This is an optimization exercise on Yosys and OpenROAD, whose aim is small area and a short achievable clock period, not a production implementation. In this exercise RTL edits were held to simulation tests only and were not proved equivalent to the original. No run shown here takes its clock network from TritonCTS; it comes from the design's own scripts or RTL. The clock port is modelled as an ideal driver, which makes a skipped or thinned clock tree look cheaper than it is; a real chip needs a root buffer or a tree. Power and IR drop assume default switching activity.

### flow/design.v
`timescale 1ns / 1ps
module Extra2LPTop(
    input clk,
    input rst,
    input [31:0] A_in,
    input [31:0] B_in,
    input [31:0] C_in,
    output [35:0] Q
    );
    localparam B1 = 11;    
    localparam B2 = 22;
    wire [31:0] c_sh = {2'b00, C_in[31:2]};
    wire [31:0] s0 = A_in ^ B_in ^ c_sh;
    wire [31:0] k0 = (A_in & B_in) | (A_in & c_sh) | (B_in & c_sh);
    wire [33:0] x0 = {2'b00, s0};
    wire [33:0] y0 = {1'b0, k0, 1'b0};
    wire [33:0] g0 = x0 & y0;
    wire [33:0] p0 = x0 ^ y0;
    reg [32:0] g1;           
    reg [33:0] p1;
    reg [1:0]  cl1;
    always @(posedge clk) begin
        g1  <= g0[32:0];
        p1  <= p0;
        cl1 <= C_in[1:0];
    end
    reg [33:0] gg, pp;       
    reg [33:0] cin;          
    reg [2:0]  cout;         
    integer i, l, st;
    always @(*) begin
        gg = {1'b0, g1};
        pp = p1;
        for (l = 1; l < 32; l = l * 2) begin
            for (i = 33; i >= 0; i = i - 1) begin
                st = (i >= B2) ? B2 : (i >= B1) ? B1 : 0;
                if (((i - st) & l) != 0 && ((i - st) & ~(l - 1)) - 1 + st >= st) begin
                    gg[i] = gg[i] | (pp[i] & gg[((i - st) & ~(2*l - 1)) + l - 1 + st]);
                    pp[i] = pp[i] & pp[((i - st) & ~(2*l - 1)) + l - 1 + st];
                end
            end
        end
        cin = 34'd0;
        for (i = 1; i < 34; i = i + 1)
            if (i != B1 && i != B2) cin[i] = gg[i-1];
        cout[0] = gg[B1-1];
        cout[1] = gg[B2-1];
    end
    wire [33:0] u1 = p1 ^ cin;
    reg        ph;
    reg        qa, qb;
    reg [33:0] u2;
    reg [1:0]  co2;
    reg [1:0]  cl2;
    reg [35:0] result;
    wire c_b1 = co2[0];
    wire c_b2 = co2[1] | (co2[0] & (&u2[B2-1:B1]));
    reg [B2-B1-1:0] mid;
    reg [33-B2:0]   top;
    integer j;
    always @(*) begin
        for (j = B1; j < B2; j = j + 1)
            mid[j-B1] = u2[j] ^ (c_b1 & (&(u2 | ~(((34'd1 << j) - 34'd1) & ~((34'd1 << B1) - 34'd1)))));
        for (j = B2; j < 34; j = j + 1)
            top[j-B2] = u2[j] ^ (c_b2 & (&(u2 | ~(((34'd1 << j) - 34'd1) & ~((34'd1 << B2) - 34'd1)))));
    end
    always @(posedge clk) begin
        if (rst) begin
            ph <= 1'b1;
            qa <= 1'b1;
            qb <= 1'b0;
        end else begin
            ph <= ~ph;
            qa <= ~qa;
            qb <= ~qb;
        end
        if (ph) begin
            u2  <= u1;
            co2 <= cout[1:0];
            cl2 <= cl1;
        end
        result <= ({top, mid, u2[B1-1:0], cl2} & {36{qa}}) | (result & {36{qb}});
    end
    assign Q = result;
endmodule
### flow/flow/run.sh
#!/bin/bash
# Standard ORFS layout (the standard.sh, standard synthesis), with:
#  - port buffers of sky130_fd_sc_hd__buf_1 instead of the default delay buffer
#  - a one-level clock tree (flow/clocktree.tcl, run as the CTS step's PRE hook):
#    the clock port drives four clkbuf_16, each driving a quarter of the
#    flip-flops; the CTS step's timing repair and placement run as usual
cp standard.sh standard_sh.log
export BUFFER_PORTS_ARGS="-buffer_cell sky130_fd_sc_hd__buf_1"
export PRE_CTS_TCL="$PWD/flow/clocktree.tcl"
bash standard.sh > standard.log 2>&1
### flow/flow/clocktree.tcl
# PRE_CTS_TCL hook: a one-level clock tree built by hand, in place of
# clock_tree_synthesis. The clock port drives NBUF clkbuf_16 cells; each drives
# one of NBUF equal groups of flip-flops, split by position (halves in x, then
# halves in y), and sits at its group's centroid. All flip-flops see the same
# buffer depth (one), so the tree adds no intended skew.
set nbuf 4
set block [ord::get_db_block]
set db [ord::get_db]
set master [$db findMaster sky130_fd_sc_hd__clkbuf_16]
set clknet [$block findNet clk]
set sinks {}
foreach it [$clknet getITerms] {
  if {[$it isInputSignal]} {
    set xy [$it getAvgXY]
    lappend sinks [list $it [lindex $xy 1] [lindex $xy 2]]
  }
}
puts "manual clock tree: [llength $sinks] sinks"
proc split_half {lst idx} {
  set s [lsort -real -index $idx $lst]
  set n [expr {[llength $s] / 2}]
  return [list [lrange $s 0 [expr {$n - 1}]] [lrange $s $n end]]
}
set groups {}
foreach hx [split_half $sinks 1] {
  foreach hy [split_half $hx 2] { lappend groups $hy }
}
set i 0
foreach g $groups {
  set sx 0; set sy 0
  foreach s $g { set sx [expr {$sx + [lindex $s 1]}]; set sy [expr {$sy + [lindex $s 2]}] }
  set cx [expr {int($sx / [llength $g])}]
  set cy [expr {int($sy / [llength $g])}]
  set inst [odb::dbInst_create $block $master "clkbuf_man_$i"]
  $inst setLocation $cx $cy
  $inst setPlacementStatus PLACED
  set net [odb::dbNet_create $block "clknet_man_$i"]
  $net setSigType CLOCK
  [$inst findITerm A] connect $clknet
  [$inst findITerm X] connect $net
  foreach s $g {
    set it [lindex $s 0]
    $it disconnect
    $it connect $net
  }
  puts "manual clock tree: buffer $i at ($cx, $cy) drives [llength $g] sinks"
  incr i
}
$clknet setSigType CLOCK
set_propagated_clock [all_clocks]
# the tree is built: skip the tool's own clock tree synthesis
rename clock_tree_synthesis clock_tree_synthesis_unused
proc clock_tree_synthesis {args} { puts "clock_tree_synthesis skipped (manual tree)" }
### flow/standard.sh
#!/bin/bash
# synth_recipe.tcl (not shown) runs the flow's synth.tcl, then flattens the netlist and writes it again
# the make line also repeats each setting of config.mk as NAME=value (left out here)
make -C /OpenROAD-flow-scripts/flow DESIGN_CONFIG=/design/flow/config.mk WORK_HOME=/design/flow/orfs CLKGATE_MAP_FILE= SYNTH_SCRIPT=/design/flow/synth_recipe.tcl "${@:-finish}"
### flow/config.mk
export PLATFORM = sky130hd
export DESIGN_NAME = Extra2LPTop
export DESIGN_NICKNAME = Extra2LPTop
export VERILOG_FILES = /design/flow/design.v
export SDC_FILE = /design/flow/constraint.sdc
export NUM_CORES = 4
export LEC_CHECK = 0
export ABC_AREA = 1
export CAP_MARGIN = 20
export CORE_MARGIN = 2
export CORE_UTILIZATION = 70
export PLACE_DENSITY = 0.85
export SETUP_SLACK_MARGIN = 2.4
export SLEW_MARGIN = 20
### flow/constraint.sdc
create_clock -name core_clock -period 4.0 [get_ports {clk}]
set_input_delay 0.8000 -clock core_clock [delete_from_list [all_inputs] [get_ports {clk}]]
set_output_delay 0.8000 -clock core_clock [all_outputs]
set_load 0.01 [all_outputs]
==> Flow_metrics.wiki, run 1 <==
{| class="wikitable"
! Metric !! Value
|-
| Outcome || no timing/DRC/antenna violations
|-
| Synth area leader || sky130_fd_sc_hd__dfxtp_1
|-
| Number of rows created at floorplan || 33
|-
| Period utilization || 0.411
|-
| Post-synth top cells || sky130_fd_sc_hd__nand2_1, sky130_fd_sc_hd__dfxtp_1, sky130_fd_sc_hd__inv_1, sky130_fd_sc_hd__ha_1, sky130_fd_sc_hd__edfxtp_1
|-
| Post-detailed-routing wire length || ~10 mm
|-
| Post-DR vias/cell || 5.21
|-
| Proportion of layout cells with a drive suffix above 1 || 0.0677
|-
| Fraction of power consumed by sequential logic || 0.605
|-
| Part of the total power dissipated in the clock network || 0.150
|-
| Routability congestion estimate from global placement || 0.800
|-
| Critical-path cell with the highest stage delay || sky130_fd_sc_hd__fa_1
|-
| Cell family contributing the most delay on the critical path || adder cells
|-
| Count of distinct cell types in the synthesized netlist || 27
|-
| Endpoints failing hold || 0
|-
| Fin area || 0.00674 mm^2
|-
| Fraction of synthesis flops using an asynchronous set or reset pin || 0
|-
| Insertion delay to the later sink of the worst-skew pair || 0.18 ns
|-
| Number of nets at the end of the flow || 841
|-
| Max Cap Violations || 0
|-
| First-pass GRT wire length || 16.4 mm
|-
| Critical Path Sink Type || flop
|-
| Die outline area || 0.00916 mm^2
|-
| RSZ-0062 raised after global routing || yes
|-
| Seq/Total Area, Yosys || 0.551
|-
| Crit Reg-Reg Endpoint || result[25]
|-
| Static Leakage || 0.00302 uW
|-
| Rel. slew slack || 0.404
|-
| Mean post-synth cell area || 11.2 um^2
|-
| Overall power || 3460 uW
|-
| Nets in the synthesized netlist || 701
|-
| Die height || 95.7 um
|-
| Max rail drop VDD || 0.377 mV
|-
| Relative area change from synthesis to final layout || 14.4%
|-
| Required time at the endpoint of the critical path || 4.08 ns
|-
| Leading post-synthesis cells by cell area || sky130_fd_sc_hd__dfxtp_1, sky130_fd_sc_hd__edfxtp_1, sky130_fd_sc_hd__fa_1
|-
| Logic pwr share || 0.246
|-
| Chip width || roughly 96 um
|-
| Antenna cells || 0
|-
| Hold bufs inserted after CTS || 0
|-
| Accumulated negative setup slack || 0 ns
|-
| Class of the most critical setup path || in2reg
|-
| Core area || approximately 0.0082 mm^2
|-
| Detailed Route Iter0 Violations || 114
|-
| Cell area after placement || 0.00651 mm^2
|-
| Iteration count of the initial detailed-routing pass || 4
|-
| Most instantiated library cell after synthesis || sky130_fd_sc_hd__nand2_1
|-
| Register-to-register setup slack || 2.44 ns
|-
| Stage delay of the slowest cell on the critical path || 0.59 ns
|-
| List of cells traversed by the critical path || buf_1, fa_1, ha_1
|-
| Commonest register cell after synthesis || sky130_fd_sc_hd__dfxtp_1
|-
| Final count of pins violating max slew || 0
|-
| Clock tree skew after final layout || 0.0162 ns
|-
| Initial antenna violation count || 0
|-
| CP startpoint kind || primary input
|-
| Register bit count reported by yosys || 143
|-
| Number of placed I/O pins || roughly 130
|-
| CP Data Arrival Time || 1.72 ns
|-
| Routed wire length per instance || 13.6 um
|-
| Net switching power || slightly above 1000 uW
|-
| Clock transition time at the flip-flop clock pins of the worst setup and hold paths || 0.12 ns
|-
| Worst slew pin tran || slightly below 0.9 ns
|-
| Pre-CTS setup slack || 2.15 ns
|-
| Hold Crit Class || reg2reg
|-
| Largest driver fanout on the critical path || 1
|-
| Total number of vias || 4010
|-
| Number of nets with antenna violations after routing || 0
|-
| Cell Area, Synth || 0.00589 mm^2
|-
| Setup-violating endpoint count in the final report || 0
|-
| Final critical-path setup slack || 2.35 ns
|-
| Overall routing resource usage || 0.224
|-
| DRC violation count after routing || 0
|-
| Endpoint of the worst hold path || u2[0]
|-
| Worst Hold Launch || p1[0]
|-
| Pwr/cell area || 514 mW/mm^2
|-
| Clock period minus final worst setup slack || 1.65 ns
|-
| Starting utilization of the core area || 0.720
|-
| GRT Residual Overflow || 0
|-
| R2r worst-path depth || 7
|-
| Max Clk Rate || a little over 0.6 GHz
|-
| Quantity of I/O buffers inserted on ports || 133
|-
| R2R Path Start || co2[0]
|-
| Vias in the first global route || 4002
|-
| Largest net degree at the start of global routing || 40
|-
| Number of synthesis warnings || 1
|-
| Net switching fraction of the power || 0.297
|-
| Detailed placement HPWL || between 8 and 9 mm
|-
| P_int || 2440 uW
|-
| Synth top area share || 0.357
|-
| Min-Delay Path Depth || 0
|-
| Number of enable flip-flop cells after synthesis || 38
|-
| Number of buffers and inverters on the critical path || 1
|-
| Minimum hold slack || 0.421 ns
|-
| Instance count of the mapped netlist || around 530
|}
## cells by family after synthesis
kind of cell,after synthesis,synth area share
and+or+nand+nor,202,0.149
DFF,143,0.551
adders and majority gates,76,0.200
buffers and inverters,58,0.0387
AOI/OAI and AO/OA,35,0.0427
xor gates and xnor gates,13,0.0193
## worst max path at each step
stage                        start      to  slack [ns]  cells past startpoint
after global placement    A_in[10]  p1[10]        2.15                      3
after global routing      C_in[12]  p1[10]        2.35                      3
after detailed placement  A_in[10]  p1[10]        2.15                      3
after floorplan            A_in[1]   p1[1]        2.35                      2
final                     C_in[12]  p1[10]        2.35                      3
after CTS                 C_in[12]  p1[10]        2.36                      3
## layout by cell type (no fill, tap or decap), types with 2 or more instances in the layout
master,count
sky130_fd_sc_hd__a21oi_1,11
sky130_fd_sc_hd__nand3_4,2
sky130_fd_sc_hd__o21ai_1,2
sky130_fd_sc_hd__o21bai_1,3
sky130_fd_sc_hd__nand3_1,29
sky130_fd_sc_hd__nor2_1,30
sky130_fd_sc_hd__a22o_1,15
sky130_fd_sc_hd__buf_1,129
sky130_fd_sc_hd__clkbuf_2,2
sky130_fd_sc_hd__buf_4,10
sky130_fd_sc_hd__fa_1,30
sky130_fd_sc_hd__a32o_1,2
sky130_fd_sc_hd__nand4_1,2
sky130_fd_sc_hd__ha_1,44
sky130_fd_sc_hd__xnor2_1,9
sky130_fd_sc_hd__nand3_2,2
sky130_fd_sc_hd__dfxtp_1,102
sky130_fd_sc_hd__nand2_2,11
sky130_fd_sc_hd__edfxtp_1,38
sky130_fd_sc_hd__nand2_1,119
sky130_fd_sc_hd__xor2_1,4
sky130_fd_sc_hd__clkbuf_16,4
sky130_fd_sc_hd__inv_1,49
sky130_fd_sc_hd__dfxtp_2,3
## per-layer routing
metal	vias up	routed length, um	global-route usage
li1	1992	-	-
met1	1892	3920	0.249
met2	107	5790	0.453
met3	19	519	0.0196
met4	0	212	0.0571
met5	-	0	0
## final cells by class
type | instances | area [um^2]
multi-input combinational | 326 | 2480
sequential | 143 | 3250
inverter | 49 | 184
timing repair buffer | 143 | 596
fill | 502 | 1440
buffer | 4 | 100
tap | 105 | 131
## stage by stage
step                      instances  utilization
after floorplan                 527            -
after global placement          758        0.796
after detailed placement        758        0.796
after CTS                       766        0.813
after global routing            770        0.824
final                           770        0.824
## state kept, by name, indices dropped and copies added, names as in the netlist
register	flops
result	36
g1	31
p1	33
co2	2
ph	1
qb	1
qa	1
cl1	2
u2	34
cl2	2
## power groups by stage
stage	combinational, uW	clock [uW]	sequential [uW]
2_1_floorplan	481	0	2120
3_3_place_gp	736	0	2110
3_5_place_dp	796	0	2120
4_1_cts	829	525	2090
5_1_grt	976	573	2130
6_report	850	518	2090
## what timing repair did
action / 4_1_cts / 5_1_grt
setup endpoints to repair: 8 / 15
setup buffers: 4 / 4
resized for setup: 4 / 19
pin swaps: 7 / 12
==> run 2, diff against run 1 <==
--- a/flow/config.mk
+++ b/flow/config.mk
@@ -8,7 +8,6 @@
 export ABC_AREA = 1
 export CAP_MARGIN = 20
 export CORE_MARGIN = 2
-export CORE_UTILIZATION = 70
-export PLACE_DENSITY = 0.85
+export CORE_UTILIZATION = 40
 export SETUP_SLACK_MARGIN = 2.4
 export SLEW_MARGIN = 20
==> run 2 against run 1 <==
  * Synthesized cell count stayed put
  * Clock power is 2% higher
  * Utilization is 35 points lower
  * Register-to-register slack hardly changed
  * Setup slack hardly changed
  * First-iteration DRC count is 25% higher
  * Worst hold slack better by 0.0026 ns
  * Fmax hardly changed
  * Flip-flop and latch count stayed put
  * Critical endpoint is now p1[7]
  * Highest routed layer unchanged
==> Flow_metrics.wiki, run 2 <==
{| class="wikitable"
! Metric !! Value
|-
| Outcome || no timing/DRC/antenna violations
|-
| Clock period minus final worst setup slack || 1.65 ns (+0.0000100 ns)
|-
| Detailed Route Iter0 Violations || 142 (+25%)
|-
| Starting utilization of the core area || 0.407 (-0.314)
|-
| Nets in the synthesized netlist || 701 (unchanged)
|-
| Max Clk Rate || 0.608 GHz (about the same)
|-
| Proportion of layout cells with a drive suffix above 1 || 0.0744 (+0.00674)
|-
| Leading post-synthesis cells by cell area || sky130_fd_sc_hd__dfxtp_1, sky130_fd_sc_hd__edfxtp_1, sky130_fd_sc_hd__fa_1
|-
| Critical Path Sink Type || flop
|-
| Routability congestion estimate from global placement || 0.789 (-1.4%)
|-
| RSZ-0062 raised after global routing || yes
|-
| Period utilization || 0.411 (about the same)
|-
| Number of buffers and inverters on the critical path || 1 (unchanged)
|-
| Most instantiated library cell after synthesis || sky130_fd_sc_hd__nand2_1
|-
| Chip width || 125 um (+31%)
|-
| Crit path from || C_in[9]
|-
| Clock transition time at the flip-flop clock pins of the worst setup and hold paths || 0.12 ns (about the same)
|-
| Critical-path cell with the highest stage delay || sky130_fd_sc_hd__fa_1
|-
| Die height || 125 um (+31%)
|-
| CP startpoint kind || primary input
|-
| Static Leakage || 0.00306 uW (+1.3%)
|-
| Class of the most critical setup path || in2reg
|-
| Register bit count reported by yosys || 143 (unchanged)
|-
| Footprint of the flip-flops and latches || 0.00325 mm^2 (unchanged)
|-
| Synth top area share || 0.357 (unchanged)
|-
| Clock tree skew after final layout || 0.0134 ns (-0.00278 ns)
|-
| List of cells traversed by the critical path || buf_6, fa_1, ha_1
|-
| Largest Register || result
|-
| # fillers || 1342 (+170%)
|-
| Max Cap Violations || 0 (unchanged)
|-
| Final count of pins violating max slew || 0 (unchanged)
|-
| Count of distinct cell types in the synthesized netlist || 27 (unchanged)
|-
| Overall power || 3450 uW (-0.32%)
|-
| Final critical-path setup slack || 2.35 ns (-0.0000100 ns)
|-
| Instance count of the mapped netlist || 527 (unchanged)
|-
| Min-Delay Path Depth || 0 (unchanged)
|-
| Stage delay of the slowest cell on the critical path || 0.52 ns (-0.07 ns)
|-
| Total area of multi-input combinational cells || 0.00247 mm^2 (-0.50%)
|-
| Cell Area, Synth || 0.00589 mm^2 (unchanged)
|-
| Pwr/cell area || 502 mW/mm^2 (-2.4%)
|-
| Cell family contributing the most delay on the critical path || adder cells
|-
| Worst slew pin tran || 0.933 ns (+0.0384 ns)
|-
| Largest net degree at the start of global routing || 40 (unchanged)
|-
| Minimum hold slack || 0.423 ns (+0.00262 ns)
|-
| Required time at the endpoint of the critical path || 4.08 ns (about the same)
|-
| Fraction of synthesis flops using an asynchronous set or reset pin || 0 (unchanged)
|-
| Number of placed I/O pins || 134 (unchanged)
|-
| Worst Hold Launch || p1[0]
|-
| Detailed placement HPWL || 7.78 mm (-3.2%)
|-
| Post-DR vias/cell || 4.53 (-13%)
|-
| Hold bufs inserted after CTS || 0 (unchanged)
|-
| Total number of vias || 3875 (-3.4%)
|-
| DRC violation count after routing || 0 (unchanged)
|-
| Number of synthesis warnings || 1 (unchanged)
|-
| Highest-count cells in the layout ignoring fill and taps || sky130_fd_sc_hd__buf_1, sky130_fd_sc_hd__nand2_1, sky130_fd_sc_hd__dfxtp_1, sky130_fd_sc_hd__inv_1, sky130_fd_sc_hd__ha_1
|-
| Max rail drop VDD || 0.264 mV (-30%)
|-
| Insertion delay to the later sink of the worst-skew pair || 0.19 ns (about the same)
|-
| Number of nets at the end of the flow || 848 (+0.83%)
|-
| Routed wire length per instance || 11.8 um (-13%)
|-
| Setup-violating endpoint count in the final report || 0 (unchanged)
|-
| Pre-CTS setup slack || 2.16 ns (+0.0112 ns)
|-
| Relative area change from synthesis to final layout || 16.9%
|-
| Accumulated negative setup slack || 0 ns (unchanged)
|-
| Number of rows created at floorplan || 44 (+33%)
|-
| Initial antenna violation count || 0 (unchanged)
|-
| Antenna cells || 0 (unchanged)
|-
| Overall routing resource usage || 0.128 (-0.0961)
|-
| Vias in the first global route || 3899 (-2.6%)
|-
| Post-synth top cells || sky130_fd_sc_hd__nand2_1, sky130_fd_sc_hd__dfxtp_1, sky130_fd_sc_hd__inv_1, sky130_fd_sc_hd__ha_1, sky130_fd_sc_hd__edfxtp_1
|-
| CP Data Arrival Time || 1.73 ns (about the same)
|-
| Commonest register cell after synthesis || sky130_fd_sc_hd__dfxtp_1
|-
| Rel. slew slack || 0.378 (-0.0256)
|-
| Number of enable flip-flop cells after synthesis || 38 (unchanged)
|-
| Iteration count of the initial detailed-routing pass || 4 (unchanged)
|-
| Count of cell instances traversed by the critical path || 3 (unchanged)
|-
| Endpoints failing hold || 0 (unchanged)
|-
| Register-to-register setup slack || 2.45 ns (about the same)
|-
| Core area || 0.0145 mm^2 (+77%)
|-
| R2R Path Start || u2[11]
|-
| Number of nets with antenna violations after routing || 0 (unchanged)
|-
| Final core utilization || 0.475 (-0.349)
|-
| Largest registers || result (36), u2 (34), p1 (33)
|-
| Seq/Total Area, Yosys || 0.551 (unchanged)
|-
| Endpoint of the worst hold path || u2[0]
|-
| Commonest non-fill, non-tap cell in the layout || sky130_fd_sc_hd__buf_1
|-
| Largest driver fanout on the critical path || 1 (unchanged)
|-
| Post-detailed-routing wire length || 10.1 mm (-3.3%)
|-
| GRT Residual Overflow || 0 (unchanged)
|-
| Crit Reg-Reg Endpoint || result[14]
|-
| Max reg flops || 36 (unchanged)
|-
| Mean post-synth cell area || 11.2 um^2 (unchanged)
|-
| First-pass GRT wire length || 17.3 mm (+5.9%)
|-
| Hold Crit Class || reg2reg
|-
| Die outline area || 0.0157 mm^2 (+71%)
|-
| Quantity of I/O buffers inserted on ports || 133 (unchanged)
|-
| R2r worst-path depth || 5 (-2)
|-
| Synth area leader || sky130_fd_sc_hd__dfxtp_1
|}
## run 2: cell types whose count changed in the layout (fill, tap and decap cells not counted)
cell,change
sky130_fd_sc_hd__ha_1,+1
sky130_fd_sc_hd__buf_1,-1
sky130_fd_sc_hd__ha_2,-1
sky130_fd_sc_hd__nand2_4,-1
sky130_fd_sc_hd__nor2_1,+1
sky130_fd_sc_hd__buf_6,+2
sky130_fd_sc_hd__nand2_1,+1
sky130_fd_sc_hd__buf_4,+7
sky130_fd_sc_hd__buf_8,-1
sky130_fd_sc_hd__nor2_2,-1
## run 2: worst max-delay path by stage
stage	end	slack (ns)
after floorplan	p1[1]	2.35
after global placement	p1[9]	2.15
after detailed placement	p1[7]	2.16
after CTS	p1[7]	2.36
after global routing	p1[7]	2.36
final	p1[7]	2.35
## run 2: layer usage
layer	wire length, um	share of wire	GRT usage
met3	499	0.049	0.0184
met1	4390	0.43	0.156
met2	5110	0.51	0.248
met5	0	0	0
met4	92	0.0091	0.00980
## run 2: cells by family after synthesis
family | after synthesis | share of synthesized area
compound gates | 35 | 0.0427
xor+xnor | 13 | 0.0193
fa+ha+maj | 76 | 0.200
buf+inv | 58 | 0.0387
flops | 143 | 0.551
simple gates | 202 | 0.149
## run 2: final cells by class
cell class,count,share of cell area
sequential,143,0.472
timing repair buffer,150,0.0947
inverter,49,0.0267
tap,184,0.0335
multi-input combinational,326,0.359
buffer,4,0.0145
## run 2: worst reg2reg max path: cells and delay by family, from the launching register on
kind | cells | cell delay [ns]
AO/OA/AOI/OAI | 1 | 0.22
adder cells (fa/ha/maj) | 1 | 0.20
buffers and inverters | 2 | 0.28
flip-flops | 1 | 0.46
AND/OR/NAND/NOR | 1 | 0.30
## run 2: timing repair
action	CTS	global route
buffers inserted	4	11
gates resized for setup	1	19
pin swaps	1	13
endpoints found under the setup margin	4	13
## run 2: through the flow
stage                     area (um^2)  cells
after global routing             6880    856
after floorplan                  5910    527
after detailed placement         6610    837
final                            6880    856
after global placement           6610    837
after CTS                        6750    845
## run 2: power breakdown
part | switching (uW) | internal [uW]
clock network | 342 | 188
logic | 458 | 376
registers | 211 | 1880
==> run 3, diff against run 2 <==
==> flow/flow/run.sh (replaced) <==
#!/bin/bash
# Standard ORFS layout (the standard.sh, standard synthesis), with:
#  - port buffers of sky130_fd_sc_hd__buf_1 instead of the default delay buffer
#  - a two-level clock tree (flow/clocktree.tcl, run as the CTS step's PRE hook):
#    the clock port drives four clkbuf_16, each driving two clkbuf_8 that drive
#    an eighth of the flip-flops each; the CTS step's timing repair and placement
#    run as usual
cp standard.sh standard_sh.log
export BUFFER_PORTS_ARGS="-buffer_cell sky130_fd_sc_hd__buf_1"
export PRE_CTS_TCL="$PWD/flow/clocktree.tcl"
bash standard.sh > standard.log 2>&1
==> flow/flow/clocktree.tcl (replaced) <==
# PRE_CTS_TCL hook: a two-level clock tree built by hand, in place of
# clock_tree_synthesis. The clock port drives four top buffers; each drives
# the leaf buffers of one quarter of the flip-flops (split at the median x,
# then the median y); each leaf buffer drives an equal share of its quarter
# (split again at medians) and sits at its group's centroid. Every
# flip-flop is two buffers from the port, so the tree adds no intended skew.
set top_cell  sky130_fd_sc_hd__clkbuf_16
set leaf_cell sky130_fd_sc_hd__clkbuf_8
set nleaf 2                   ;# leaf buffers per quarter: 1, 2 or 4
set block [ord::get_db_block]
set db [ord::get_db]
set clknet [$block findNet clk]
set sinks {}
foreach it [$clknet getITerms] {
  if {[$it isInputSignal]} {
    set xy [$it getAvgXY]
    lappend sinks [list $it [lindex $xy 1] [lindex $xy 2]]
  }
}
puts "manual clock tree: [llength $sinks] sinks"
proc split_half {lst idx} {
  set s [lsort -real -index $idx $lst]
  set n [expr {[llength $s] / 2}]
  return [list [lrange $s 0 [expr {$n - 1}]] [lrange $s $n end]]
}
# split along the wider side of the group's bounding box
proc split_wide {lst} {
  set xs [lsort -real [lmap s $lst {lindex $s 1}]]
  set ys [lsort -real [lmap s $lst {lindex $s 2}]]
  if {[lindex $xs end] - [lindex $xs 0] >= [lindex $ys end] - [lindex $ys 0]} {
    return [split_half $lst 1]
  }
  return [split_half $lst 2]
}
proc centroid {lst} {
  set sx 0; set sy 0
  foreach s $lst { set sx [expr {$sx + [lindex $s 1]}]; set sy [expr {$sy + [lindex $s 2]}] }
  return [list [expr {int($sx / [llength $lst])}] [expr {int($sy / [llength $lst])}]]
}
proc add_buffer {cell name loc innet} {
  set block [ord::get_db_block]
  set db [ord::get_db]
  set inst [odb::dbInst_create $block [$db findMaster $cell] $name]
  $inst setLocation [lindex $loc 0] [lindex $loc 1]
  $inst setPlacementStatus PLACED
  set net [odb::dbNet_create $block "${name}_net"]
  $net setSigType CLOCK
  [$inst findITerm A] connect $innet
  [$inst findITerm X] connect $net
  return $net
}
set quarters {}
foreach hx [split_half $sinks 1] {
  foreach hy [split_half $hx 2] { lappend quarters $hy }
}
set q 0
foreach g $quarters {
  set leaves [list $g]
  while {[llength $leaves] < $nleaf} {
    set next {}
    foreach l $leaves { lappend next {*}[split_wide $l] }
    set leaves $next
  }
  set topnet [add_buffer $top_cell "clkbuf_man_$q" [centroid $g] $clknet]
  set k 0
  foreach l $leaves {
    set net [add_buffer $leaf_cell "clkbuf_man_${q}_$k" [centroid $l] $topnet]
    foreach s $l {
      set it [lindex $s 0]
      $it disconnect
      $it connect $net
    }
    puts "manual clock tree: leaf buffer ${q}_$k drives [llength $l] sinks"
    incr k
  }
  incr q
}
$clknet setSigType CLOCK
set_propagated_clock [all_clocks]
# the tree is built: skip the tool's own clock tree synthesis
rename clock_tree_synthesis clock_tree_synthesis_unused
proc clock_tree_synthesis {args} { puts "clock_tree_synthesis skipped (manual tree)" }
--- a/flow/config.mk
+++ b/flow/config.mk
@@ -9,5 +9,6 @@
 export CAP_MARGIN = 20
 export CORE_MARGIN = 2
 export CORE_UTILIZATION = 40
+export PLACE_DENSITY = 0.55
 export SETUP_SLACK_MARGIN = 2.4
 export SLEW_MARGIN = 20
==> run 3 against run 2 <==
  * Wire length grew 0.97%
  * Flip-flop and latch count did not move
  * Clock skew is 0.0025 ns lower
  * Combinational power is 6.5% higher
  * Synthesized area is the same
  * Sequential power about the same
  * Final area increased by 2.7%
  * Via count rose by 0.90%
  * Die area unchanged
  * Worst hold slack worse by 0.011 ns
  * Critical path type is now reg2out
  * Critical endpoint is now Q[25]
==> Flow_metrics.wiki, run 3 <==
{| class="wikitable"
! Metric !! Value
|-
| Class of the most critical setup path || reg2out
|-
| Number of nets at the end of the flow || 856 (+0.94%)
|-
| Logic pwr share || 0.238 (-0.004)
|-
| Starting utilization of the core area || 0.407 (unchanged)
|-
| GRT Residual Overflow || 0 (unchanged)
|-
| M2 GR Usage || 0.244 (-0.00448)
|-
| Endpoints failing hold || 0 (unchanged)
|-
| Number of enable flip-flop cells after synthesis || 38 (unchanged)
|-
| Detailed Route Iter0 Violations || 182 (+28%)
|-
| R2R Path Start || u2[11]
|-
| Chip width || 125 um (unchanged)
|-
| Post-detailed-routing wire length || 10.2 mm (+0.97%)
|-
| Count of cell instances traversed by the critical path || 1 (-2)
|-
| Instance count of the mapped netlist || 527 (unchanged)
|-
| Initial antenna violation count || 0 (unchanged)
|-
| Leading post-synthesis cells by cell area || sky130_fd_sc_hd__dfxtp_1, sky130_fd_sc_hd__edfxtp_1, sky130_fd_sc_hd__fa_1
|-
| Cell Area, Synth || 0.00589 mm^2 (unchanged)
|-
| Clock tree skew after final layout || 0.0109 ns (-0.00254 ns)
|-
| Pwr/cell area || 528 mW/mm^2 (+5.2%)
|-
| Crit path from || result[25]
|-
| Synth area leader || sky130_fd_sc_hd__dfxtp_1
|-
| Count of distinct cell types in the synthesized netlist || 27 (unchanged)
|-
| Routability congestion estimate from global placement || 0.755 (-4.3%)
|-
| Die outline area || 0.0157 mm^2 (unchanged)
|-
| Commonest register cell after synthesis || sky130_fd_sc_hd__dfxtp_1
|-
| First-pass GRT wire length || 17.3 mm (about the same)
|-
| Largest driver fanout on the critical path || 2 (+1)
|-
| Insertion delay to the later sink of the worst-skew pair || 0.28 ns (+0.09 ns)
|-
| Critical-path cell with the highest stage delay || sky130_fd_sc_hd__dfxtp_1
|-
| Critical Path Sink Type || primary output
|-
| Rel. slew slack || 0.362 (-0.0160)
|-
| Largest Register || result
|-
| Relative area change from synthesis to final layout || 20.1%
|-
| Net switching power || 1060 uW (+4.9%)
|-
| Max Clk Rate || 0.638 GHz (+5.0%)
|-
| Outcome || no timing/DRC/antenna violations
|-
| Vias in the first global route || 3858 (-1.1%)
|-
| Met3 Use GR || 0.0145 (-0.00385)
|-
| Fraction of synthesis flops using an asynchronous set or reset pin || 0 (unchanged)
|-
| Number of nets with antenna violations after routing || 0 (unchanged)
|-
| Mean post-synth cell area || 11.2 um^2 (unchanged)
|-
| Routed wire length per instance || 11.8 um (about the same)
|-
| Number of rows created at floorplan || 44 (unchanged)
|-
| Detailed placement HPWL || 7.66 mm (-1.5%)
|-
| Total number of vias || 3910 (+0.90%)
|-
| Quantity of I/O buffers inserted on ports || 133 (unchanged)
|-
| Max reg flops || 36 (unchanged)
|-
| Post-synth top cells || sky130_fd_sc_hd__nand2_1, sky130_fd_sc_hd__dfxtp_1, sky130_fd_sc_hd__inv_1, sky130_fd_sc_hd__ha_1, sky130_fd_sc_hd__edfxtp_1
|-
| Seq/Total Area, Yosys || 0.551 (unchanged)
|-
| Net switching fraction of the power || 0.284 (-0.00886)
|-
| Stage delay of the slowest cell on the critical path || 0.35 ns (-0.17 ns)
|-
| Register-to-register setup slack || 2.44 ns (about the same)
|-
| Period utilization || 0.392 (-0.0196)
|-
| Part of the total power dissipated in the clock network || 0.201 (+0.047)
|-
| CP Data Arrival Time || 0.77 ns (-0.96 ns)
|-
| Cell family contributing the most delay on the critical path || flip-flops
|-
| Die height || 125 um (unchanged)
|-
| Most instantiated library cell after synthesis || sky130_fd_sc_hd__nand2_1
|-
| Final count of pins violating max slew || 0 (unchanged)
|-
| Max rail drop VDD || 0.231 mV (-13%)
|-
| Crit Reg-Reg Endpoint || result[14]
|-
| Static Leakage || 0.00321 uW (+4.9%)
|-
| Clock period minus final worst setup slack || 1.57 ns (-0.0785 ns)
|-
| Overall routing resource usage || 0.130 (+0.00150)
|-
| DRC violation count after routing || 0 (unchanged)
|-
| P_int || 2670 uW (+9.5%)
|-
| Worst setup path end || Q[25]
|-
| Required time at the endpoint of the critical path || 3.20 ns (-0.88 ns)
|-
| Hold Crit Class || reg2reg
|-
| Largest registers || result (36), u2 (34), p1 (33)
|-
| Setup-violating endpoint count in the final report || 0 (unchanged)
|-
| Register bit count reported by yosys || 143 (unchanged)
|-
| Fraction of power consumed by sequential logic || 0.561 (-0.044)
|-
| Antenna cells || 0 (unchanged)
|-
| Number of synthesis warnings || 1 (unchanged)
|-
| Overall power || 3730 uW (+8.1%)
|-
| Core area || 0.0145 mm^2 (unchanged)
|-
| Highest-count cells in the layout ignoring fill and taps || sky130_fd_sc_hd__nand2_1, sky130_fd_sc_hd__buf_1, sky130_fd_sc_hd__dfxtp_1, sky130_fd_sc_hd__inv_1, sky130_fd_sc_hd__ha_1
|-
| Number of placed I/O pins || 134 (unchanged)
|-
| R2r worst-path depth || 5 (unchanged)
|-
| RSZ-0062 raised after global routing || yes
|-
| Largest net degree at the start of global routing || 40 (unchanged)
|-
| Commonest non-fill, non-tap cell in the layout || sky130_fd_sc_hd__nand2_1
|-
| Clock transition time at the flip-flop clock pins of the worst setup and hold paths || 0.10 ns (-0.02 ns)
|-
| Worst slew pin tran || 0.957 ns (+0.0241 ns)
|-
| Nets in the synthesized netlist || 701 (unchanged)
|-
| GRT Max-Usage Layer || met2
|-
| Proportion of layout cells with a drive suffix above 1 || 0.174 (+0.0991)
|-
| Accumulated negative setup slack || 0 ns (unchanged)
|-
| List of cells traversed by the critical path || buf_4
|-
| Number of buffers and inverters on the critical path || 1 (unchanged)
|-
| Synth top area share || 0.357 (unchanged)
|-
| Worst Hold Launch || p1[0]
|-
| CP startpoint kind || flop
|-
| Post-DR vias/cell || 4.53 (about the same)
|-
| Met1 track utilization from global routing || 0.163 (+0.00693)
|-
| Iteration count of the initial detailed-routing pass || 4 (unchanged)
|-
| Max Cap Violations || 0 (unchanged)
|}
==> run 3: cell counts after synthesis <==
Identical to the previous run, type by type.
==> run 3: timing repair <==
action,CTS,global route
pin swaps,1,5
hold buffers,0,0
setup buffers,2,13
setup endpoints to repair,33,34
gates resized for setup,35,47
==> run 3: power groups by stage <==
stage | clock, uW | combinational [uW] | sequential [uW]
after floorplan | 0 | 481 | 2120
after global placement | 0 | 764 | 2110
after detailed placement | 0 | 793 | 2120
after CTS | 787 | 833 | 2090
after global routing | 830 | 1030 | 2140
final | 751 | 888 | 2090
==> run 3: metal layers <==
metal / vias to the layer above / wire, um
li1: 2014 / -
met1: 1808 / 4390
met2: 76 / 5230
met3: 12 / 437
met4: 0 / 134
met5: - / 0
==> run 3: logic make-up after synthesis <==
| logic type | count (synthesis) | synth area share |
|---|---|---|
| flip-flops | 143 | 0.551 |
| AND/OR/NAND/NOR | 202 | 0.149 |
| AO/OA/AOI/OAI | 35 | 0.0427 |
| XOR/XNOR | 13 | 0.0193 |
| buffers and inverters | 58 | 0.0387 |
| adder cells (fa/ha/maj) | 76 | 0.200 |
==> run 3: stage by stage <==
step                utilization  instances  hold WS, ns  setup slack, ns  cell area (um^2)
floorplan                     -        527        0.386             2.35              5910
global placement          0.456        837        0.390             2.15              6610
detailed placement        0.456        837        0.391             2.16              6610
CTS                       0.475        851        0.417             2.34              6880
global route              0.488        864        0.421             2.38              7070
finish                    0.488        864        0.413             2.43              7070
==> run 3: cell type report <==
| class | count | area (um^2) |
|---|---|---|
| Fill cell | 1391 | 7410 |
| Sequential cell | 143 | 3280 |
| Multi-Input combinational cell | 326 | 2490 |
| Timing Repair Buffer | 150 | 682 |
| Tap cell | 184 | 230 |
| Buffer | 12 | 210 |
| Inverter | 49 | 184 |
==> run 3: worst register-to-register path, stage by stage (launching register included) <==
cell and delay [ns]:
sky130_fd_sc_hd__edfxtp_1 0.45, sky130_fd_sc_hd__buf_4 0.16, sky130_fd_sc_hd__buf_4 0.12, sky130_fd_sc_hd__ha_1 0.20, sky130_fd_sc_hd__or2_2 0.30, sky130_fd_sc_hd__a32o_1 0.23
==> run 3: worst min-delay path by stage <==
stage	endpoint	slack [ns]	cells past startpoint
3_5_place_dp	cl2[1]	0.39	0
4_1_cts	cl2[1]	0.42	0
2_1_floorplan	cl2[0]	0.39	0
3_3_place_gp	cl2[1]	0.39	0
5_1_grt	u2[1]	0.42	0
6_report	u2[0]	0.41	0
==> run 4, diff against run 3 <==
--- a/flow/config.mk
+++ b/flow/config.mk
@@ -8,7 +8,7 @@
 export ABC_AREA = 1
 export CAP_MARGIN = 20
 export CORE_MARGIN = 2
-export CORE_UTILIZATION = 40
-export PLACE_DENSITY = 0.55
+export CORE_UTILIZATION = 70
+export PLACE_DENSITY = 0.85
 export SETUP_SLACK_MARGIN = 2.4
 export SLEW_MARGIN = 20
==> run 4 against run 3 <==
  * Still clean on timing, DRC and antenna
  * Final cell count decreased by 9.8%
  * Sequential power barely moved
  * Synthesized cell count did not move
  * Wire length increased by 7.2%
  * Combinational power shrank 0.6%
  * Register-to-register slack about the same
  * First-iteration DRC count is 36% lower
  * Clock power shrank 1%
  * Flip-flop and latch count is the same
  * Largest cell class unchanged
  * Largest power group unchanged
==> Flow_metrics.wiki, run 4 <==
{| class="wikitable"
! Metric !! Value
|-
| Largest driver fanout on the critical path || 2 (unchanged)
|-
| Critical-path cell with the highest stage delay || sky130_fd_sc_hd__dfxtp_2
|-
| Register bit count reported by yosys || 143 (unchanged)
|-
| Max reg flops || 36 (unchanged)
|-
| DRC violation count after routing || 0 (unchanged)
|-
| Total number of vias || 4089 (+4.6%)
|-
| Core area || 0.00818 mm^2 (-44%)
|-
| Insertion delay to the later sink of the worst-skew pair || 0.28 ns (about the same)
|-
| Number of buffers and inverters on the critical path || 1 (unchanged)
|-
| Critical Path Sink Type || primary output
|-
| Pwr/cell area || 540 mW/mm^2 (+2.4%)
|-
| Iteration count of the initial detailed-routing pass || 4 (unchanged)
|-
| Commonest register cell after synthesis || sky130_fd_sc_hd__dfxtp_1
|-
| Largest Register || result
|-
| Number of nets with antenna violations after routing || 0 (unchanged)
|-
| Largest registers || result (36), u2 (34), p1 (33)
|-
| Instance count of the mapped netlist || 527 (unchanged)
|-
| Clock period minus final worst setup slack || 1.58 ns (+0.0146 ns)
|-
| Die height || 95.7 um (-24%)
|-
| Max rail drop VDD || 0.380 mV (+64%)
|-
| Relative area change from synthesis to final layout || 17.4%
|-
| Leading post-synthesis cells by cell area || sky130_fd_sc_hd__dfxtp_1, sky130_fd_sc_hd__edfxtp_1, sky130_fd_sc_hd__fa_1
|-
| Fraction of synthesis flops using an asynchronous set or reset pin || 0 (unchanged)
|-
| GRT Residual Overflow || 0 (unchanged)
|-
| Synth top area share || 0.357 (unchanged)
|-
| Period utilization || 0.395 (+0.00365)
|-
| Number of rows created at floorplan || 33 (-25%)
|-
| Most instantiated library cell after synthesis || sky130_fd_sc_hd__nand2_1
|-
| Fraction of synthesized area in multiplexers || 0 (unchanged)
|-
| Adder-Cell Fraction of Synth Area || 0.200 (unchanged)
|-
| Fin area || 0.00691 mm^2 (-2.2%)
|-
| Hold bufs inserted after CTS || 0 (unchanged)
|-
| First-pass GRT wire length || 17.3 mm (+0.16%)
|-
| Outcome || no timing/DRC/antenna violations
|-
| Detailed placement HPWL || 8.04 mm (+4.9%)
|-
| Area fraction in compound gates after synthesis || 0.0427 (unchanged)
|-
| Synth area leader || sky130_fd_sc_hd__dfxtp_1
|-
| Highest-count cells in the layout ignoring fill and taps || sky130_fd_sc_hd__nand2_1, sky130_fd_sc_hd__buf_1, sky130_fd_sc_hd__dfxtp_1, sky130_fd_sc_hd__inv_1, sky130_fd_sc_hd__ha_1
|-
| Initial antenna violation count || 0 (unchanged)
|-
| Clock tree skew after final layout || 0.0106 ns (-0.000296 ns)
|-
| Number of synthesis warnings || 1 (unchanged)
|-
| # fillers || 465 (-67%)
|-
| Final count of pins violating max slew || 0 (unchanged)
|-
| List of cells traversed by the critical path || buf_2
|-
| Hold Crit Class || reg2reg
|-
| Vias in the first global route || 4121 (+6.8%)
|-
| Required time at the endpoint of the critical path || 3.20 ns (about the same)
|-
| Largest net degree at the start of global routing || 40 (unchanged)
|-
| Die outline area || 0.00916 mm^2 (-42%)
|-
| Post-detailed-routing wire length || 10.9 mm (+7.2%)
|-
| Max Cap Violations || 0 (unchanged)
|-
| Class of the most critical setup path || reg2out
|-
| Final core utilization || 0.846 (+0.357)
|-
| Pre-CTS setup slack || 2.15 ns (-0.00908 ns)
|-
| Main combinational cell family by area after synthesis || adder cells
|-
| Quantity of I/O buffers inserted on ports || 133 (unchanged)
|-
| Chip width || 95.7 um (-24%)
|-
| Number of nets at the end of the flow || 850 (-0.70%)
|-
| Overall power || 3740 uW (+0.12%)
|-
| Overall routing resource usage || 0.239 (+0.109)
|-
| Max Clk Rate || 0.632 GHz (-0.92%)
|-
| Routed wire length per instance || 14.0 um (+19%)
|-
| Final critical-path setup slack || 2.42 ns (-0.0146 ns)
|-
| Fraction of the mapped netlist area in simple logic gates || 0.149 (unchanged)
|-
| Mean post-synth cell area || 11.2 um^2 (unchanged)
|-
| Static Leakage || 0.00318 uW (-1.0%)
|-
| Total area of multi-input combinational cells || 0.00248 mm^2 (-0.40%)
|-
| Number of enable flip-flop cells after synthesis || 38 (unchanged)
|-
| Endpoints failing hold || 0 (unchanged)
|-
| Worst slew pin tran || 0.900 ns (-0.0567 ns)
|-
| Antenna cells || 0 (unchanged)
|-
| Number of placed I/O pins || 134 (unchanged)
|-
| Starting utilization of the core area || 0.720 (+0.314)
|-
| Post-synth top cells || sky130_fd_sc_hd__nand2_1, sky130_fd_sc_hd__dfxtp_1, sky130_fd_sc_hd__inv_1, sky130_fd_sc_hd__ha_1, sky130_fd_sc_hd__edfxtp_1
|-
| Routability congestion estimate from global placement || 0.800 (+6.0%)
|-
| RSZ-0062 raised after global routing || yes
|-
| Post-DR vias/cell || 5.25 (+16%)
|-
| Stage delay of the slowest cell on the critical path || 0.37 ns (+0.02 ns)
|-
| Commonest non-fill, non-tap cell in the layout || sky130_fd_sc_hd__nand2_1
|-
| Nets in the synthesized netlist || 701 (unchanged)
|-
| Footprint of the flip-flops and latches || 0.00328 mm^2 (+0.11%)
|-
| Detailed Route Iter0 Violations || 116 (-36%)
|-
| CP startpoint kind || flop
|-
| Seq/Total Area, Yosys || 0.551 (unchanged)
|-
| Setup-violating endpoint count in the final report || 0 (unchanged)
|-
| CP Data Arrival Time || 0.78 ns (about the same)
|-
| Xor and xnor fraction of the mapped netlist area || 0.0193 (unchanged)
|-
| Proportion of layout cells with a drive suffix above 1 || 0.169 (-0.00439)
|-
| Rel. slew slack || 0.400 (+0.0378)
|-
| Cell Area, Synth || 0.00589 mm^2 (unchanged)
|-
| Cell area after placement || 0.00651 mm^2 (-1.5%)
|-
| Accumulated negative setup slack || 0 ns (unchanged)
|-
| Count of distinct cell types in the synthesized netlist || 27 (unchanged)
|-
| Clock transition time at the flip-flop clock pins of the worst setup and hold paths || 0.11 ns (about the same)
|-
| Cell family contributing the most delay on the critical path || flip-flops
|}
==> run 4: worst register-to-register path: stages, from the launching register on <==
cell                      delay (ns)
sky130_fd_sc_hd__dfxtp_2        0.34
sky130_fd_sc_hd__ha_1           0.19
sky130_fd_sc_hd__inv_1          0.06
sky130_fd_sc_hd__nand2_2        0.07
sky130_fd_sc_hd__nand3_2        0.07
sky130_fd_sc_hd__nand2_2        0.08
sky130_fd_sc_hd__buf_4          0.14
sky130_fd_sc_hd__ha_1           0.16
sky130_fd_sc_hd__nor2_1         0.13
sky130_fd_sc_hd__xnor2_1        0.08
==> run 4: path summary, 6_finish.rpt <==
| check | cells past startpoint | start | endpoint | slack, ns |
|---|---|---|---|---|
| setup / recovery | 1 | result[3] | Q[3] | 2.42 |
| hold / removal | 0 | p1[0] | u2[0] | 0.41 |
| setup reg to reg | 9 | p1[12] | u2[16] | 2.44 |
| hold reg to reg | 0 | p1[0] | u2[0] | 0.41 |
==> run 4: per-layer routing <==
metal / GRT usage / vias to the layer above / share of wire
met1: 0.267 / 1944 / 0.37
li1: - / 2007 / -
met3: 0.0305 / 30 / 0.047
met5: 0 / - / 0
met4: 0.0679 / 0 / 0.025
met2: 0.470 / 108 / 0.56
==> run 4: power by group <==
part	internal, uW	total [uW]	switching (uW)	leakage (uW)
clock	357	740	383	0.000107
combinational	403	883	480	0.00181
sequential	1900	2110	217	0.00127
==> run 4: cells by family (layout without fill, tap and decap cells) <==
kind of cell,Yosys count,in the layout
flops,143,143
simple gates,202,202
fa+ha+maj,76,76
compound gates,35,35
buf+inv,58,205
xor+xnor,13,13
==> run 4: cell type report <==
type | count | share of cell area
Tap cell | 105 | 0.0190
Buffer | 12 | 0.0304
Multi-Input combinational cell | 326 | 0.358
Sequential cell | 143 | 0.475
Inverter | 49 | 0.0266
Timing Repair Buffer | 144 | 0.0910
==> run 4: through the flow <==
step,instances,hold slack [ns]
after floorplan,527,0.386
after global placement,758,0.387
after detailed placement,758,0.391
after CTS,774,0.414
after global routing,779,0.430
final,779,0.413
==> run 4: what timing repair did <==
item | 4_1_cts | 5_1_grt
setup buffers | 4 | 5
pin swaps | 2 | 6
resized for setup | 27 | 52
endpoints found under the setup margin | 25 | 38
==> run 5, diff against run 4 <==
--- a/flow/config.mk
+++ b/flow/config.mk
@@ -8,7 +8,7 @@
 export ABC_AREA = 1
 export CAP_MARGIN = 20
 export CORE_MARGIN = 2
-export CORE_UTILIZATION = 70
-export PLACE_DENSITY = 0.85
-export SETUP_SLACK_MARGIN = 2.4
+export CORE_UTILIZATION = 60
+export PLACE_DENSITY = 0.75
+export SETUP_SLACK_MARGIN = 2.45
 export SLEW_MARGIN = 20
==> run 5 against run 4 <==
  * Critical path type is now reg2reg
  * Flip-flop and latch count unchanged
  * Wire length is 1.5% lower
  * Combinational power rose by 21%
  * Sequential share of layout area decreased by 2.5 points
  * Clock skew barely moved
  * Utilization down 8.7 points
==> Flow_metrics.wiki, run 5 <==
{| class="wikitable"
! Metric !! Value
|-
| Total number of vias || 4056 (-0.81%)
|-
| Number of rows created at floorplan || 36 (+9.1%)
|-
| Detailed Route Iter0 Violations || 85 (-27%)
|-
| Number of enable flip-flop cells after synthesis || 38 (unchanged)
|-
| Highest-count cells in the layout ignoring fill and taps || sky130_fd_sc_hd__nand2_1, sky130_fd_sc_hd__buf_1, sky130_fd_sc_hd__dfxtp_1, sky130_fd_sc_hd__inv_1, sky130_fd_sc_hd__ha_1
|-
| Clock tree skew after final layout || 0.0106 ns (-0.00000380 ns)
|-
| GRT Residual Overflow || 0 (unchanged)
|-
| Routability congestion estimate from global placement || 0.802 (+0.22%)
|-
| Overall routing resource usage || 0.197 (-0.0415)
|-
| Endpoint of the worst hold path || u2[22]
|-
| Accumulated negative setup slack || 0 ns (unchanged)
|-
| Clock period minus final worst setup slack || 1.59 ns (+0.00556 ns)
|-
| Max reg flops || 36 (unchanged)
|-
| Final count of pins violating max slew || 0 (unchanged)
|-
| Pwr/cell area || 541 mW/mm^2 (about the same)
|-
| Seq/Total Area, Yosys || 0.551 (unchanged)
|-
| Post-synth top cells || sky130_fd_sc_hd__nand2_1, sky130_fd_sc_hd__dfxtp_1, sky130_fd_sc_hd__inv_1, sky130_fd_sc_hd__ha_1, sky130_fd_sc_hd__edfxtp_1
|-
| Antenna cells || 0 (unchanged)
|-
| Rel. slew slack || 0.397 (-0.00314)
|-
| Number of synthesis warnings || 1 (unchanged)
|-
| Relative area change from synthesis to final layout || 24.2%
|-
| Fraction of synthesis flops using an asynchronous set or reset pin || 0 (unchanged)
|-
| Max Clk Rate || 0.630 GHz (-0.35%)
|-
| Synth area leader || sky130_fd_sc_hd__dfxtp_1
|-
| Largest net degree at the start of global routing || 40 (unchanged)
|-
| Outcome || no timing/DRC/antenna violations
|-
| RSZ-0062 raised after global routing || yes
|-
| Chip width || 103 um (+7.7%)
|-
| Most instantiated library cell after synthesis || sky130_fd_sc_hd__nand2_1
|-
| R2r worst-path depth || 5 (-4)
|-
| Register bit count reported by yosys || 143 (unchanged)
|-
| Worst Hold Launch || p1[22]
|-
| Largest Register || result
|-
| CP Data Arrival Time || 1.76 ns (+0.98 ns)
|-
| Commonest register cell after synthesis || sky130_fd_sc_hd__dfxtp_1
|-
| Dpl cells || 786 (+3.7%)
|-
| Number of placed I/O pins || 134 (unchanged)
|-
| Hold Crit Class || reg2reg
|-
| Most frequent CP cell || sky130_fd_sc_hd__buf_4
|-
| DRC violation count after routing || 0 (unchanged)
|-
| Cell Area, Synth || 0.00589 mm^2 (unchanged)
|-
| Class of the most critical setup path || reg2reg
|-
| Quantity of I/O buffers inserted on ports || 133 (unchanged)
|-
| # fillers || 663 (+43%)
|-
| Largest driver fanout on the critical path || 2 (unchanged)
|-
| Proportion of layout cells with a drive suffix above 1 || 0.202 (+0.0326)
|-
| Minimum hold slack || 0.415 ns (+0.00145 ns)
|-
| Count of distinct cell types in the synthesized netlist || 27 (unchanged)
|-
| Leading post-synthesis cells by cell area || sky130_fd_sc_hd__dfxtp_1, sky130_fd_sc_hd__edfxtp_1, sky130_fd_sc_hd__fa_1
|-
| Register-to-register setup slack || 2.41 ns (-0.03 ns)
|-
| Commonest non-fill, non-tap cell in the layout || sky130_fd_sc_hd__nand2_1
|-
| Routed wire length per instance || 13.1 um (-6.7%)
|-
| Max rail drop VDD || 0.308 mV (-19%)
|-
| First-pass GRT wire length || 16.9 mm (-2.4%)
|-
| Synth top area share || 0.357 (unchanged)
|-
| Starting utilization of the core area || 0.611 (-0.109)
|-
| Required time at the endpoint of the critical path || 4.17 ns (+0.97 ns)
|-
| Mean post-synth cell area || 11.2 um^2 (unchanged)
|-
| R2R Path Start || u2[11]
|-
| Vias in the first global route || 3993 (-3.1%)
|-
| Post-DR vias/cell || 4.93 (-6.0%)
|-
| Worst slew pin tran || 0.905 ns (+0.00471 ns)
|-
| Static Leakage || 0.00332 uW (+4.5%)
|-
| Number of nets with antenna violations after routing || 0 (unchanged)
|-
| Die height || 103 um (+7.7%)
|-
| Period utilization || 0.397 (+0.00139)
|-
| Stage delay of the slowest cell on the critical path || 0.45 ns (+0.08 ns)
|-
| Insertion delay to the later sink of the worst-skew pair || 0.28 ns (about the same)
|-
| Non-filler cells in the finished layout || 822 (+5.5%)
|-
| Endpoints failing hold || 0 (unchanged)
|-
| Largest registers || result (36), u2 (34), p1 (33)
|-
| Nets in the synthesized netlist || 701 (unchanged)
|-
| Post-detailed-routing wire length || 10.8 mm (-1.5%)
|-
| Initial antenna violation count || 0 (unchanged)
|-
| Clock transition time at the flip-flop clock pins of the worst setup and hold paths || 0.10 ns (about the same)
|-
| List of cells traversed by the critical path || buf_4, buf_4, ha_1, or2_2, a32o_1
|-
| Setup-violating endpoint count in the final report || 0 (unchanged)
|-
| Critical Path Sink Type || flop
|-
| Die outline area || 0.0106 mm^2 (+16%)
|-
| Detailed placement HPWL || 7.78 mm (-3.2%)
|-
| Crit Reg-Reg Endpoint || result[14]
|-
| CP startpoint kind || flop
|-
| Critical-path cell with the highest stage delay || sky130_fd_sc_hd__edfxtp_1
|-
| Instance count of the mapped netlist || 527 (unchanged)
|-
| Number of nets at the end of the flow || 865 (+1.8%)
|-
| Iteration count of the initial detailed-routing pass || 4 (unchanged)
|-
| Max Cap Violations || 0 (unchanged)
|-
| Min-Delay Path Depth || 0 (unchanged)
|-
| Core area || 0.00964 mm^2 (+18%)
|}
-- run 5: timing repair --
action / 4_1_cts / 5_1_grt
hold buffers: 0 / 0
buffers inserted: 14 / 10
gates resized for setup: 101 / 29
pin swaps: 6 / 6
setup endpoints to repair: 40 / 54
-- run 5: how the worst max path moves through the flow --
stage / slack (ns) / cells after the start / endpoint / startpoint
after detailed placement: 2.16 / 3 / p1[16] / A_in[16]
after floorplan: 2.35 / 2 / p1[1] / A_in[1]
after CTS: 2.44 / 1 / Q[27] / result[27]
final: 2.41 / 5 / result[14] / u2[11]
after global placement: 2.17 / 3 / p1[8] / A_in[8]
after global routing: 2.35 / 10 / u2[31] / p1[23]
-- run 5: per-layer routing --
layer	share of wire	track usage	vias up
li1	-	-	2032
met1	0.39	0.229	1892
met2	0.53	0.384	105
met3	0.039	0.0197	27
met4	0.032	0.0526	0
met5	0	0	-
-- run 5: kinds of logic after synthesis --
group,count (synthesis),share of synthesized area
AO/OA/AOI/OAI,35,0.0427
buffers and inverters,58,0.0387
flip-flops,143,0.551
AND/OR/NAND/NOR,202,0.149
XOR/XNOR,13,0.0193
adder cells (fa/ha/maj),76,0.200
-- run 5: area by class of cell --
class | instances | area (um^2) | share of cell area
multi-input cells | 326 | 2490 | 0.341
plain buffers | 12 | 210 | 0.0287
inverters | 49 | 184 | 0.0251
flip-flops and latches | 143 | 3290 | 0.450
repair buffers | 159 | 968 | 0.132
well taps | 133 | 166 | 0.0227
-- run 5: per-stage QoR --
stage | util | worst slack [ns] | cell area [um^2] | total power (uW)
2_1_floorplan | - | 2.35 | 5910 | 2600
3_3_place_gp | 0.679 | 2.17 | 6540 | 2850
3_5_place_dp | 0.679 | 2.16 | 6540 | 2910
4_1_cts | 0.738 | 2.44 | 7110 | 3860
5_1_grt | 0.759 | 2.35 | 7320 | 4210
6_report | 0.759 | 2.41 | 7320 | 3950
-- run 5: worst max-delay path, delay by kind of cell (launching register included) --
family | cells | cell delay [ns]
compound gates | 1 | 0.23
fa+ha+maj | 1 | 0.21
buf+inv | 2 | 0.29
flops | 1 | 0.45
simple gates | 1 | 0.31
-- run 5: report_power, final --
part | total, uW | internal, uW | switching, uW
logic | 1070 | 576 | 495
clock network | 744 | 357 | 387
registers | 2140 | 1900 | 237
total | 3950 | 2830 | 1120
==> run 6, diff against run 5 <==
--- a/flow/config.mk
+++ b/flow/config.mk
@@ -10,5 +10,5 @@
 export CORE_MARGIN = 2
 export CORE_UTILIZATION = 60
 export PLACE_DENSITY = 0.75
-export SETUP_SLACK_MARGIN = 2.45
+export SETUP_SLACK_MARGIN = 2.35
 export SLEW_MARGIN = 20
==> run 6 against run 5 <==
  * Via count shrank 3.7%
  * Total power shrank 7.8%
  * Synthesized area is the same
  * Critical path depth shrank 4
  * Sequential share of layout area grew 2.5 points
  * Critical path type is now reg2out
  * Worst hold slack lost 0.0017 ns
  * Final area shrank 6.7%
  * Setup slack lost 0.025 ns
==> Flow_metrics.wiki, run 6 <==
{| class="wikitable"
! Metric !! Value
|-
| Outcome || no timing/DRC/antenna violations
|-
| Die outline area || 0.0106 mm^2 (unchanged)
|-
| Total number of vias || 3907 (-3.7%)
|-
| Die height || 103 um (unchanged)
|-
| Most instantiated library cell after synthesis || sky130_fd_sc_hd__nand2_1
|-
| Largest net degree at the start of global routing || 40 (unchanged)
|-
| Min-Delay Path Depth || 0 (unchanged)
|-
| Iteration count of the initial detailed-routing pass || 4 (unchanged)
|-
| M2 GR Usage || 0.367 (-0.0175)
|-
| List of cells traversed by the critical path || buf_1
|-
| Non-filler cells in the finished layout || 805 (-2.1%)
|-
| Starting utilization of the core area || 0.611 (unchanged)
|-
| GRT Max-Usage Layer || met2
|-
| Number of synthesis warnings || 1 (unchanged)
|-
| Initial antenna violation count || 0 (unchanged)
|-
| Overall power || 3650 uW (-7.8%)
|-
| Commonest register cell after synthesis || sky130_fd_sc_hd__dfxtp_1
|-
| Instance count of the mapped netlist || 527 (unchanged)
|-
| Clock tree skew after final layout || 0.0113 ns (+0.000737 ns)
|-
| Detailed placement HPWL || 7.66 mm (-1.5%)
|-
| Met3 Use GR || 0.0176 (-0.00203)
|-
| Hold bufs inserted after CTS || 0 (unchanged)
|-
| GRT Residual Overflow || 0 (unchanged)
|-
| Endpoints failing hold || 0 (unchanged)
|-
| Hold Crit Class || reg2reg
|-
| Dpl cells || 786 (unchanged)
|-
| Final count of pins violating max slew || 0 (unchanged)
|-
| Seq/Total Area, Yosys || 0.551 (unchanged)
|-
| Required time at the endpoint of the critical path || 3.20 ns (-0.97 ns)
|-
| Synth top area share || 0.357 (unchanged)
|-
| Routed wire length per instance || 12.5 um (-4.9%)
|-
| Synth area leader || sky130_fd_sc_hd__dfxtp_1
|-
| Routability congestion estimate from global placement || 0.797 (-0.67%)
|-
| Number of nets with antenna violations after routing || 0 (unchanged)
|-
| Number of rows created at floorplan || 36 (unchanged)
|-
| Met1 track utilization from global routing || 0.230 (+0.000241)
|-
| Leading post-synthesis cells by cell area || sky130_fd_sc_hd__dfxtp_1, sky130_fd_sc_hd__edfxtp_1, sky130_fd_sc_hd__fa_1
|-
| Nets in the synthesized netlist || 701 (unchanged)
|-
| Commonest non-fill, non-tap cell in the layout || sky130_fd_sc_hd__nand2_1
|-
| Number of buffers and inverters on the critical path || 1 (-1)
|-
| Clock period minus final worst setup slack || 1.61 ns (+0.0250 ns)
|-
| Max Cap Violations || 0 (unchanged)
|-
| Register bit count reported by yosys || 143 (unchanged)
|-
| Mean post-synth cell area || 11.2 um^2 (unchanged)
|-
| Post-detailed-routing wire length || 10.0 mm (-6.9%)
|-
| Highest-count cells in the layout ignoring fill and taps || sky130_fd_sc_hd__nand2_1, sky130_fd_sc_hd__buf_1, sky130_fd_sc_hd__dfxtp_1, sky130_fd_sc_hd__inv_1, sky130_fd_sc_hd__ha_1
|-
| Antenna cells || 0 (unchanged)
|-
| CP Data Arrival Time || 0.81 ns (-0.95 ns)
|-
| Largest Register || result
|-
| Class of the most critical setup path || reg2out
|-
| Clock transition time at the flip-flop clock pins of the worst setup and hold paths || 0.10 ns (about the same)
|-
| Static Leakage || 0.00310 uW (-6.8%)
|-
| Count of distinct cell types in the synthesized netlist || 27 (unchanged)
|-
| Max Clk Rate || 0.620 GHz (-1.6%)
|-
| DRC violation count after routing || 0 (unchanged)
|-
| Critical Path Sink Type || primary output
|-
| Chip width || 103 um (unchanged)
|-
| Minimum hold slack || 0.413 ns (-0.00173 ns)
|-
| Count of cell instances traversed by the critical path || 1 (-4)
|-
| Worst slew pin tran || 0.923 ns (+0.0174 ns)
|-
| Pwr/cell area || 534 mW/mm^2 (-1.2%)
|-
| Final critical-path setup slack || 2.39 ns (-0.0250 ns)
|-
| First-pass GRT wire length || 16.5 mm (-2.5%)
|-
| Detailed Route Iter0 Violations || 79 (-7.1%)
|-
| R2r worst-path depth || 3 (-2)
|-
| Vias in the first global route || 3893 (-2.5%)
|-
| Proportion of layout cells with a drive suffix above 1 || 0.0789 (-0.123)
|-
| Fraction of synthesis flops using an asynchronous set or reset pin || 0 (unchanged)
|-
| Core area || 0.00964 mm^2 (unchanged)
|-
| Insertion delay to the later sink of the worst-skew pair || 0.28 ns (about the same)
|-
| Critical-path cell with the highest stage delay || sky130_fd_sc_hd__dfxtp_1
|-
| Overall routing resource usage || 0.191 (-0.00628)
|-
| Number of nets at the end of the flow || 848 (-2.0%)
|-
| RSZ-0062 raised after global routing || yes
|-
| Relative area change from synthesis to final layout || 16.0%
|-
| Period utilization || 0.403 (+0.00625)
|-
| Largest driver fanout on the critical path || 2 (unchanged)
|-
| Stage delay of the slowest cell on the critical path || 0.34 ns (-0.11 ns)
|-
| Cell Area, Synth || 0.00589 mm^2 (unchanged)
|-
| Largest registers || result (36), u2 (34), p1 (33)
|-
| Post-synth top cells || sky130_fd_sc_hd__nand2_1, sky130_fd_sc_hd__dfxtp_1, sky130_fd_sc_hd__inv_1, sky130_fd_sc_hd__ha_1, sky130_fd_sc_hd__edfxtp_1
|-
| Cell family contributing the most delay on the critical path || flip-flops
|-
| Quantity of I/O buffers inserted on ports || 133 (unchanged)
|-
| Rel. slew slack || 0.385 (-0.0116)
|-
| Post-DR vias/cell || 4.85 (-1.6%)
|-
| CP startpoint kind || flop
|-
| Pre-CTS setup slack || 2.17 ns (+0.00439 ns)
|-
| Max rail drop VDD || 0.263 mV (-15%)
|-
| Setup-violating endpoint count in the final report || 0 (unchanged)
|-
| Number of enable flip-flop cells after synthesis || 38 (unchanged)
|-
| Max reg flops || 36 (unchanged)
|-
| Accumulated negative setup slack || 0 ns (unchanged)
|-
| Number of placed I/O pins || 134 (unchanged)
|}
## run 6: cell counts after synthesis
Identical to the previous run, type by type.
## run 6: layer usage
metal | share of wire | up-vias
li1 | - | 2002
met1 | 0.41 | 1779
met2 | 0.52 | 111
met3 | 0.049 | 15
met4 | 0.025 | 0
met5 | 0 | -
## run 6: cell families after synthesis
kind of cell	count (synthesis)	synth area share
AOI/OAI and AO/OA	35	0.0427
and+or+nand+nor	202	0.149
buffers and inverters	58	0.0387
xor gates and xnor gates	13	0.0193
DFF	143	0.551
adders and majority gates	76	0.200
## run 6: worst paths after layout
check                                 from         end  slack (ns)
worst max-delay path            result[19]       Q[19]        2.39
worst min-delay path                cl1[1]      cl2[1]        0.41
worst max register to register          qa  result[16]        2.43
worst min register to register      cl1[1]      cl2[1]        0.41
## run 6: area by class of cell
type                            instances  area [um^2]
Sequential cell                       143         3250
Fill cell                             759         2810
Multi-Input combinational cell        326         2440
Timing Repair Buffer                  142          584
Buffer                                 12          210
Inverter                               49          184
Tap cell                              133          166
## run 6: where the power goes
group	switching (uW)	internal, uW
combinational	458	367
sequential	207	1880
clock	381	357
total	1050	2600
## run 6: metrics by stage
step	utilization	cell area, um^2
2_1_floorplan	-	5890
3_3_place_gp	0.677	6530
3_5_place_dp	0.677	6530
4_1_cts	0.704	6790
5_1_grt	0.708	6830
6_report	0.708	6830
## run 6: timing repair
action	4_1_cts	5_1_grt
pin swaps	2	2
gates resized for setup	2	18
setup endpoints to repair	1	17
endpoints found under the hold margin	0	0
buffers inserted	5	2
## run 6: worst reg2reg max path: cells and delay by family (launching register included)
kind	cells	cell delay [ns]
flops	1	0.83
buf+inv	2	0.43
compound gates	1	0.23

==> port drivers added, routing unchanged <==
No port has a modelled driver above. Below, the same layouts with a new extraction and two added sets of constraints. Step 1 sets driving cells, clkbuf_16 on the clock port and buf_2 on the other inputs (assumed; they add their load-dependent delay and slew). Step 2 moves the port delays by t, midway between the first and last clock arrival at a register: inputs arrive t later, outputs are due t later. That takes back most of the time a late clock gives input paths. Three values: ideal ports, drivers, drivers and shift; two values: the first two.
| run | t, ns | setup slack, ns | slew at the worst register clock pin (ns) |
|---|---|---|---|
| run 1 | 0.258 | 2.354 / 2.367 / 2.152 | 0.12 / 0.12 |
| run 2 | 0.265 | 2.354 / 2.349 / 2.144 | 0.12 / 0.12 |
| run 3 | 0.362 | 2.433 / 2.347 / 2.167 | 0.11 / 0.11 |
| run 4 | 0.356 | 2.418 / 2.335 / 2.152 | 0.11 / 0.11 |
| run 5 | 0.354 | 2.413 / 2.370 / 2.170 | 0.10 / 0.10 |
| run 6 | 0.355 | 2.388 / 2.306 / 2.180 | 0.10 / 0.10 |
After both steps setup and hold are still met in every run listed.
